What follows belongs to an exercise in optimizing a design on an open flow for small area; a production flow would make more cautious choices.
The RTL was checked by simulation tests, not by an equivalence proof against the original design.

`flow/config.mk`:
```
export PLATFORM = sky130hd
export DESIGN_NAME = top
export DESIGN_NICKNAME = top
export VERILOG_FILES = /design/flow/design.v
export SDC_FILE = /design/flow/constraint.sdc
export NUM_CORES = 4
export LEC_CHECK = 0
export CAP_MARGIN = 20
export CORE_MARGIN = 2
export CORE_UTILIZATION = 40
export SLEW_MARGIN = 20
```
`flow/constraint.sdc`:
```
create_clock -name core_clock -period 10.0 [get_ports {clk}]
set_input_delay 2.0000 -clock core_clock [delete_from_list [all_inputs] [get_ports {clk}]]
set_output_delay 2.0000 -clock core_clock [all_outputs]
set_load 0.01 [all_outputs]
```
`flow/design.v`:
```
`timescale 1ns/1ns
`default_nettype none
module top (input wire clk,
            input wire rst,
            input wire mic_data_1,
            input wire mic_data_2,
            output wire serial_tx,
            output wire mic_clk_1,
            output wire mic_clk_2,
            output wire serial_split);
localparam [11:0] NSAMP = 12'd3125;
reg [7:0] cnt;
always @(posedge clk)
  if (rst) cnt <= 8'd0;
  else     cnt <= cnt + 8'd1;
reg fresh;   
always @(posedge clk)
  if (rst) fresh <= 1'b1;
  else if (cnt == 8'd255) fresh <= 1'b0;
assign mic_clk_1 = cnt[1];
assign mic_clk_2 = cnt[1];
wire [1:0] ph = cnt[1:0] - 2'd1;   
wire snap  = (cnt >= 8'd253) || (cnt == 8'd0);  
wire ifresh = fresh && (cnt[7:2] == 6'd0);       
wire win   = (cnt >= 8'd2) && (cnt < 8'd20);  
wire bfirst = (cnt == 8'd2);
wire [17:0] dout1, dout2;
wire so1, so2;
cic18 CIC1 (.clk(clk), .snap(snap), .win(win), .bfirst(bfirst), .ifresh(ifresh),
            .fresh(fresh), .ph(ph), .d_in(mic_data_1), .d_out(dout1), .so(so1));
cic18 CIC2 (.clk(clk), .snap(snap), .win(win), .bfirst(bfirst), .ifresh(ifresh),
            .fresh(fresh), .ph(ph), .d_in(mic_data_2), .d_out(dout2), .so(so2));
reg [17:0] a1, a2, a3, a4;
reg [17:0] b1, b2, b3, b4, b5, b6, b7;
wire fz = ~fresh;
always @(posedge clk)
  if (win) begin
    a1 <= {so1, a1[17:1]};
    a2 <= {a1[0] & fz, a2[17:1]};
    a3 <= {a2[0] & fz, a3[17:1]};
    a4 <= {a3[0] & fz, a4[17:1]};
    b1 <= {so2, b1[17:1]};
    b2 <= {b1[0] & fz, b2[17:1]};
    b3 <= {b2[0] & fz, b3[17:1]};
    b4 <= {b3[0] & fz, b4[17:1]};
    b5 <= {b4[0] & fz, b5[17:1]};
    b6 <= {b5[0] & fz, b6[17:1]};
    b7 <= {b6[0] & fz, b7[17:1]};
  end
reg [4:0]  bi0, bi1;
reg        op0, op1;
reg [17:0] bs0, bs1;
reg [17:0] pa0, pa1;
always @* begin
  op0 = 1'b0; bi0 = 5'd0; bs0 = dout2; pa0 = a4;
  if (cnt >= 8'd24 && cnt < 8'd42)        begin op0 = 1'b1; bi0 = cnt - 8'd24;  bs0 = dout2; end
  else if (cnt >= 8'd72 && cnt < 8'd90)   begin op0 = 1'b1; bi0 = cnt - 8'd72;  bs0 = b1; end
  else if (cnt >= 8'd120 && cnt < 8'd138) begin op0 = 1'b1; bi0 = cnt - 8'd120; bs0 = b2; end
  else if (cnt >= 8'd168 && cnt < 8'd186) begin op0 = 1'b1; bi0 = cnt - 8'd168; bs0 = b3; end
  else if (cnt >= 8'd216 && cnt < 8'd234) begin op0 = 1'b1; bi0 = cnt - 8'd216; bs0 = b3; pa0 = a3; end
  op1 = 1'b0; bi1 = 5'd0; bs1 = b4; pa1 = a2;
  if (cnt >= 8'd140 && cnt < 8'd158)      begin op1 = 1'b1; bi1 = cnt - 8'd140; bs1 = b4; pa1 = a3; end
  else if (cnt >= 8'd188 && cnt < 8'd206) begin op1 = 1'b1; bi1 = cnt - 8'd188; bs1 = b4; end
  else if (cnt >= 8'd236 && cnt < 8'd254) begin op1 = 1'b1; bi1 = cnt - 8'd236; bs1 = b5; end
  else if (cnt >= 8'd28 && cnt < 8'd46)   begin op1 = 1'b1; bi1 = cnt - 8'd28;  bs1 = b6; end
  else if (cnt >= 8'd76 && cnt < 8'd94)   begin op1 = 1'b1; bi1 = cnt - 8'd76;  bs1 = b7; end
end
wire mb0 = op0 & bs0[bi0];
wire mb1 = op1 & bs1[bi1];
reg  [17:0] s0, s1;
wire [18:0] sum0 = {1'b0, s0} + (mb0 ? {1'b0, pa0} : 19'd0);
wire [18:0] sum1 = {1'b0, s1} + (mb1 ? {1'b0, pa1} : 19'd0);
always @(posedge clk)
  if (rst) begin
    s0 <= 18'd0; s1 <= 18'd0;
  end else begin
    s0 <= sum0[18:1];
    s1 <= sum1[18:1];
  end
wire p0 = sum0[0];
wire p1 = sum1[0];
reg [11:0] sc;       
reg        act;      
reg [1:0]  q;        
wire [7:0] u  = cnt - 8'd7;
wire [3:0] tl = {q, u[7:6]};           
wire [5:0] ti = u[5:0];                
wire       tend = act && q == 2'd2 && u[7];    
always @(posedge clk)
  if (rst) begin
    sc <= 12'd0; act <= 1'b0; q <= 2'd0;
  end else begin
    if (cnt == 8'd254) sc <= sc + 12'd1;
    if (cnt == 8'd6) begin
      if (sc == NSAMP) begin act <= 1'b1; q <= 2'd0; end
      else if (act) q <= q + 2'd1;
    end
    if (tend) begin act <= 1'b0; sc <= 12'd0; end
  end
wire sending = act && !tend && (ti < 6'd48);
reg [255:0] r0, r1;
reg         c0, c1;
wire [9:0] clr;
genvar g;
generate
  for (g = 0; g < 10; g = g + 1) begin : gclr
    assign clr[g] = sending && (tl == g);
  end
endgenerate
wire [1:0] add0 = {1'b0, r0[0] & ~fresh} + {1'b0, p0} + {1'b0, c0};
wire [1:0] add1 = {1'b0, r1[0] & ~fresh} + {1'b0, p1} + {1'b0, c1};
reg [255:0] n0, n1;
always @* begin
  n0 = {add0[0], r0[255:1]};
  n1 = {add1[0], r1[255:1]};
  if (clr[0]) n0[16]  = 1'b0;
  if (clr[1]) n0[0]   = 1'b0;
  if (clr[2]) n0[240] = 1'b0;
  if (clr[3]) n0[224] = 1'b0;
  if (clr[4]) n0[208] = 1'b0;
  if (clr[5]) n1[68]  = 1'b0;
  if (clr[6]) n1[52]  = 1'b0;
  if (clr[7]) n1[36]  = 1'b0;
  if (clr[8]) n1[20]  = 1'b0;
  if (clr[9]) n1[4]   = 1'b0;
end
always @(posedge clk) begin
  r0 <= n0;
  r1 <= n1;
end
always @(posedge clk)
  if (rst) begin c0 <= 1'b0; c1 <= 1'b0; end
  else begin c0 <= add0[1]; c1 <= add1[1]; end
reg tb;
always @* begin
  case (tl)
    4'd0: tb = r0[17];
    4'd1: tb = r0[1];
    4'd2: tb = r0[241];
    4'd3: tb = r0[225];
    4'd4: tb = r0[209];
    4'd5: tb = r1[69];
    4'd6: tb = r1[53];
    4'd7: tb = r1[37];
    4'd8: tb = r1[21];
    default: tb = r1[5];
  endcase
end
wire tx = !(act && !tend) | (sending & tb);
assign serial_tx = tx;
assign serial_split = tx;
endmodule
module cic18 (input wire clk, input wire snap, input wire win,
              input wire bfirst, input wire ifresh, input wire fresh,
              input wire [1:0] ph, input wire d_in,
              output wire [17:0] d_out, output wire so);
reg [19:0] i1, i2, i3, i4, i5;
reg        c1, c2, c3, c4, c5;
reg [17:0] dt, ddt;
reg [17:0] d6, dd6, d7, dd7, d8, dd8, d9, dd9, d10;
wire       first = (ph == 2'd0);
wire [4:0] h1 = ifresh ? 5'd0 : i1[4:0];
wire [4:0] h2 = ifresh ? 5'd0 : i2[4:0];
wire [4:0] h3 = ifresh ? 5'd0 : i3[4:0];
wire [4:0] h4 = ifresh ? 5'd0 : i4[4:0];
wire [4:0] h5 = ifresh ? 5'd0 : i5[4:0];
wire [5:0] s1 = {1'b0, h1} + {5'd0, first ? d_in : c1 & ~ifresh};
wire [5:0] s2 = {1'b0, h2} + {1'b0, h1} + {5'd0, ~first & ~ifresh & c2};
wire [5:0] s3 = {1'b0, h3} + {1'b0, h2} + {5'd0, ~first & ~ifresh & c3};
wire [5:0] s4 = {1'b0, h4} + {1'b0, h3} + {5'd0, ~first & ~ifresh & c4};
wire [5:0] s5 = {1'b0, h5} + {1'b0, h4} + {5'd0, ~first & ~ifresh & c5};
always @(posedge clk) begin
  i1 <= {s1[4:0], i1[19:5]};
  i2 <= {s2[4:0], i2[19:5]};
  i3 <= {s3[4:0], i3[19:5]};
  i4 <= {s4[4:0], i4[19:5]};
  i5 <= {s5[4:0], i5[19:5]};
  c1 <= s1[5]; c2 <= s2[5]; c3 <= s3[5]; c4 <= s4[5]; c5 <= s5[5];
end
reg [17:0] dout;
wire dt0 = dt[0] & ~fresh;
always @(posedge clk)
  if (snap) begin
    case (ph)
      2'd0: dt[4:0]   <= h5;
      2'd1: dt[9:5]   <= h5;
      2'd2: dt[14:10] <= h5;
      default: dt[17:15] <= h5[2:0];
    endcase
  end else if (win) dt <= {1'b0, dt[17:1]};
wire x0 = dt0,        y0 = ddt[0] & ~fresh;
wire x1 = d6[0] & ~fresh, y1 = dd6[0] & ~fresh;
wire x2 = d7[0] & ~fresh, y2 = dd7[0] & ~fresh;
wire x3 = d8[0] & ~fresh, y3 = dd8[0] & ~fresh;
wire x4 = d9[0] & ~fresh, y4 = dd9[0] & ~fresh;
wire x5 = d10[0] & ~fresh;
reg  [4:0] bw;                      
wire [4:0] xs = {x4, x3, x2, x1, x0};
wire [4:0] ys = {y4, y3, y2, y1, y0};
wire [4:0] bin = bfirst ? 5'd0 : bw;
wire [4:0] df = xs ^ ys ^ bin;
wire [4:0] bo = (~xs & ys) | (~(xs ^ ys) & bin);
always @(posedge clk)
  if (win) begin
    bw   <= bo;
    ddt  <= {x0, ddt[17:1]};
    d6   <= {df[0], d6[17:1]};  dd6 <= {x1, dd6[17:1]};
    d7   <= {df[1], d7[17:1]};  dd7 <= {x2, dd7[17:1]};
    d8   <= {df[2], d8[17:1]};  dd8 <= {x3, dd8[17:1]};
    d9   <= {df[3], d9[17:1]};  dd9 <= {x4, dd9[17:1]};
    d10  <= {df[4], d10[17:1]};
    dout <= {x5, dout[17:1]};
  end
assign d_out = dout;
assign so = dout[0] & ~fresh;
endmodule
```
`flow/run.sh`:
```
#!/bin/bash
# synth_recipe.tcl (not shown) runs the flow's synth.tcl, then flattens the netlist and writes it again
# the make line also repeats each setting of config.mk as NAME=value (left out here)
make -C /OpenROAD-flow-scripts/flow DESIGN_CONFIG=/design/flow/config.mk WORK_HOME=/design/flow/orfs CLKGATE_MAP_FILE= SYNTH_SCRIPT=/design/flow/synth_recipe.tcl finish
```
==> impl_metrics.env <==
export IMPL_die_h_um=333
export IMPL_crit_path_max_fanout=20
export IMPL_outcome="timing/DRC/antenna clean"
export IMPL_irDropWorstVdd_v=0.000178
export IMPL_cts_hold_buf=0
export IMPL_timing_slew_headroom_pct=24.8
export IMPL_antenna_found_initial=0
export IMPL_crit_path_start_kind="register"
export IMPL_grt_usage_pct=11.8
export IMPL_setup_tns_ps=0
export IMPL_grt_use_met3_pct=2.74
export IMPL_final_cells=4230
export IMPL_io_pin_count=8
export IMPL_setup_viol=0
export IMPL_wire_per_inst_um=15.3
export IMPL_fin_nets=2842
export IMPL_die_area_um2=111000
export IMPL_drt_iter0_drc=1598
export IMPL_routed_via_density=4.71
export IMPL_clockPowerShare_pct=41.6
export IMPL_synth_top_area_share_pct=44.5
export IMPL_synthToLayoutAreaGrowth_pct=14.7
export IMPL_ys_flop_type="dfxtp_1"
export IMPL_htree_levels=4
export IMPL_synth_commonest_cells="784 x dfxtp_1, 640 x edfxtp_1, 135 x nand2_1, 122 x nor2_1, 93 x ha_1"
export IMPL_seqPwrFrac_pct=55.5
export IMPL_worst_setup_path_type="reg -> reg"
export IMPL_fin_crit_sh_pct=73.6
export IMPL_cts_sinks=1424
export IMPL_cts_setup_buffers=0
export IMPL_route_detailed_drc=0
export IMPL_routed_via_count=19900
export IMPL_drv_cap=0
export IMPL_p_per_area_nw_per_um2=251
export IMPL_maxSlewViolCount=0
export IMPL_p_switching_w=0.00256
export IMPL_arrival_ps=7960
export IMPL_synth_enable_flop_cells=640
export IMPL_dp_cells=3979
export IMPL_grt_pass1_wl_mm=107
export IMPL_ctsResizeCount=0
export IMPL_synthCells=2619
export IMPL_n_fill_cell=8982
export IMPL_grt_overflow=0
export IMPL_synth_nets=2746
export IMPL_p_total_w=0.0125
export IMPL_min_period_ps=7360
export IMPL_clkLatencyLatePin_ps=710
export IMPL_numCtsBuffers=137
export IMPL_synth_cell_types=74
export IMPL_port_buffers=7
export IMPL_synth_largest_area_cell="edfxtp_1"
export IMPL_cts_root_buf="clkbuf_16"
export IMPL_synth_seq_cells=1424
export IMPL_synth_cell_area_um2=43200
export IMPL_max_freq_ghz=0.136
export IMPL_leakage_nw=19.0
export IMPL_clock_path_buffers=3
export IMPL_final_util_pct=46.3
export IMPL_rows=120
export IMPL_avgSynthCellArea_um2=16.5
export IMPL_p_int_w=0.00990
export IMPL_grt_busiest_layer="met2"
export IMPL_holdCritPathClass="reg -> reg"
export IMPL_async_flop_share_pct=0
export IMPL_clkTransAtPathRegs_ps=60
export IMPL_coreArea_um2=107000
export IMPL_grt_use_met2_pct=17.2
export IMPL_die_w_um=333
export IMPL_cts_tree="built"
export IMPL_crit_required_ps=10600
export IMPL_seq_area_frac_synth_pct=80.9
export IMPL_grt_util_met1_pct=17.1
export IMPL_gp_congestion=0.851
export IMPL_wirelength_mm=64.6
export IMPL_dr_pass1_iters=8
export IMPL_rsz0062_at_grt="false"
export IMPL_regArea_um2=34900
export IMPL_yosysMostFrequentCell="dfxtp_1"
export IMPL_hold_violations=0
export IMPL_finClkSkew_ps=25.0
export IMPL_dp_hpwl_mm=36.8
export IMPL_drive_above_1_share_pct=9.48
export IMPL_ys_warn_count=2
export IMPL_synth_area_leaders="edfxtp_1 45%, dfxtp_1 36%, ha_1 2.7%"
export IMPL_diodes=0
export IMPL_multi_input_area_um2=7750
export IMPL_ant_nets=0
export IMPL_first_global_vias=20100
export IMPL_tightest_slew_ps=1130
export IMPL_start_util_pct=40.3
export IMPL_swShare_pct=20.6
export IMPL_end_kind="register"
export IMPL_grt_start_max_net_pins=197
export IMPL_combPwrFrac_pct=2.9
[metrics by stage]
stage          area [um2]  hold WS, ps  setup WS, ps
2_1_floorplan       43300          310         -6530
3_3_place_gp        44900          310          3030
3_5_place_dp        44900          312          2770
4_1_cts             49500          313          2710
5_1_grt             49500          321          2130
6_report            49500          311          2640
[state kept, by name (all words and copies together), names as in the netlist, 20 cells and up]
register / count
r0: 256
r1: 256
CIC1.i1: 20
CIC1.i2: 20
CIC1.i3: 20
CIC1.i4: 20
CIC1.i5: 20
CIC2.i1: 20
CIC2.i2: 20
CIC2.i3: 20
CIC2.i4: 20
CIC2.i5: 20
[final cells by class]
| type | instances | share of cell area, % |
|---|---|---|
| Inverter | 72 | 0.553 |
| Timing Repair Buffer | 23 | 0.432 |
| Multi-Input combinational cell | 1057 | 15.6 |
| Sequential cell | 1424 | 70.5 |
| Clock inverter | 52 | 1.11 |
| Clock buffer | 199 | 8.22 |
| Tap cell | 1403 | 3.54 |
[per-layer routing]
| metal | vias to the layer above | share of wire (%) |
|---|---|---|
| met2 | 453 | 44 |
| met1 | 9779 | 49 |
| met4 | 0 | 2.5 |
| met5 | - | 0 |
| li1 | 9530 | - |
| met3 | 145 | 4.7 |
[worst max-delay path, stage by stage, from the launching register on]
cell       delay, ps
dfxtp_2          540
inv_2            170
ha_1             270
a211oi_1         360
a32o_1           790
nor2_1           330
a31oi_2          580
mux2i_1          340
a31oi_1          120
a311oi_1         310
nand4_2          490
a21oi_1          350
ha_1             320
o21a_1           200
a21oi_1          190
o21ai_0          210
a211oi_1         420
nor3_1           110
a2111oi_0        390
o21bai_1         160
a31oi_1          210
mux2_2           340
[power by group through the flow]
stage          combinational [W]  clock [W]  sequential, W
6_report                0.000366    0.00518        0.00691
5_1_grt                 0.000411    0.00558        0.00696
4_1_cts                 0.000373    0.00533        0.00692
3_5_place_dp            0.000374          0        0.00703
3_3_place_gp            0.000359          0        0.00702
2_1_floorplan           0.000269          0        0.00712
[final timing paths]
kind | cells past startpoint | from | slack [ps] | to
worst max-delay path | 21 | cnt[2]$_SDFF_PP0_ | 2640 | s0[16]$_SDFF_PP0_
worst min-delay path | 0 | r0[44]$_DFF_P_ | 310 | r0[43]$_DFF_P_
worst max register to register | 21 | cnt[2]$_SDFF_PP0_ | 2640 | s0[16]$_SDFF_PP0_
worst min register to register | 0 | r0[44]$_DFF_P_ | 310 | r0[43]$_DFF_P_
[cell families (layout without fill, tap and decap cells)]
| kind of cell | after synthesis | in the layout | share of synthesized area (%) |
|---|---|---|---|
| multiplexers | 63 | 63 | 1.60 |
| AO/OA/AOI/OAI | 301 | 301 | 5.02 |
| buffers and inverters | 138 | 346 | 1.37 |
| XOR/XNOR | 67 | 67 | 1.36 |
| AND/OR/NAND/NOR | 503 | 503 | 5.71 |
| flip-flops | 1424 | 1424 | 80.9 |
| adder cells (fa/ha/maj) | 123 | 123 | 4.09 |
[layout by cell type, fill, tap and decap left out, drive strengths merged, types with 9 or more instances in the layout]
master	instances
a21oi	59
o21bai	11
nand2	135
nand2b	18
buf	17
ha	93
a211oi	26
o211ai	11
o21ai	32
clkinv	32
o21a	15
xor2	35
fa	30
inv	78
nand3	52
nor2b	31
clkbuf	199
xnor2	32
dfxtp	784
edfxtp	640
mux2i	52
bufinv	9
a221oi	11
and3	16
a21o	65
and2	60
nor2	123
a31oi	13
nor3	25

==> port drivers added, routing unchanged <==
Ports are ideal in the flow. The routed layout listed here was re-timed in OpenROAD. Step 1 sets driving cells, clkbuf_16 on the clock port and buf_2 on the other inputs (assumed; they add their load-dependent delay and slew). Step 2 also shifts input and output timing later by t, the mid clock arrival at the registers, as if the neighbouring blocks saw the same clock. a / b / c = ideal ports / drivers / drivers and shift; a / b = the first two.
shift t [ns]: 0.768
slack for setup (ns): 2.638 / 2.638 / 2.638
slew at the worst register clock pin (ns): 0.07 / 0.07
After both steps setup and hold are still met in this run. The setup slack of this run moves by 0.000 ns with the drivers and by 0.000 ns with both steps.
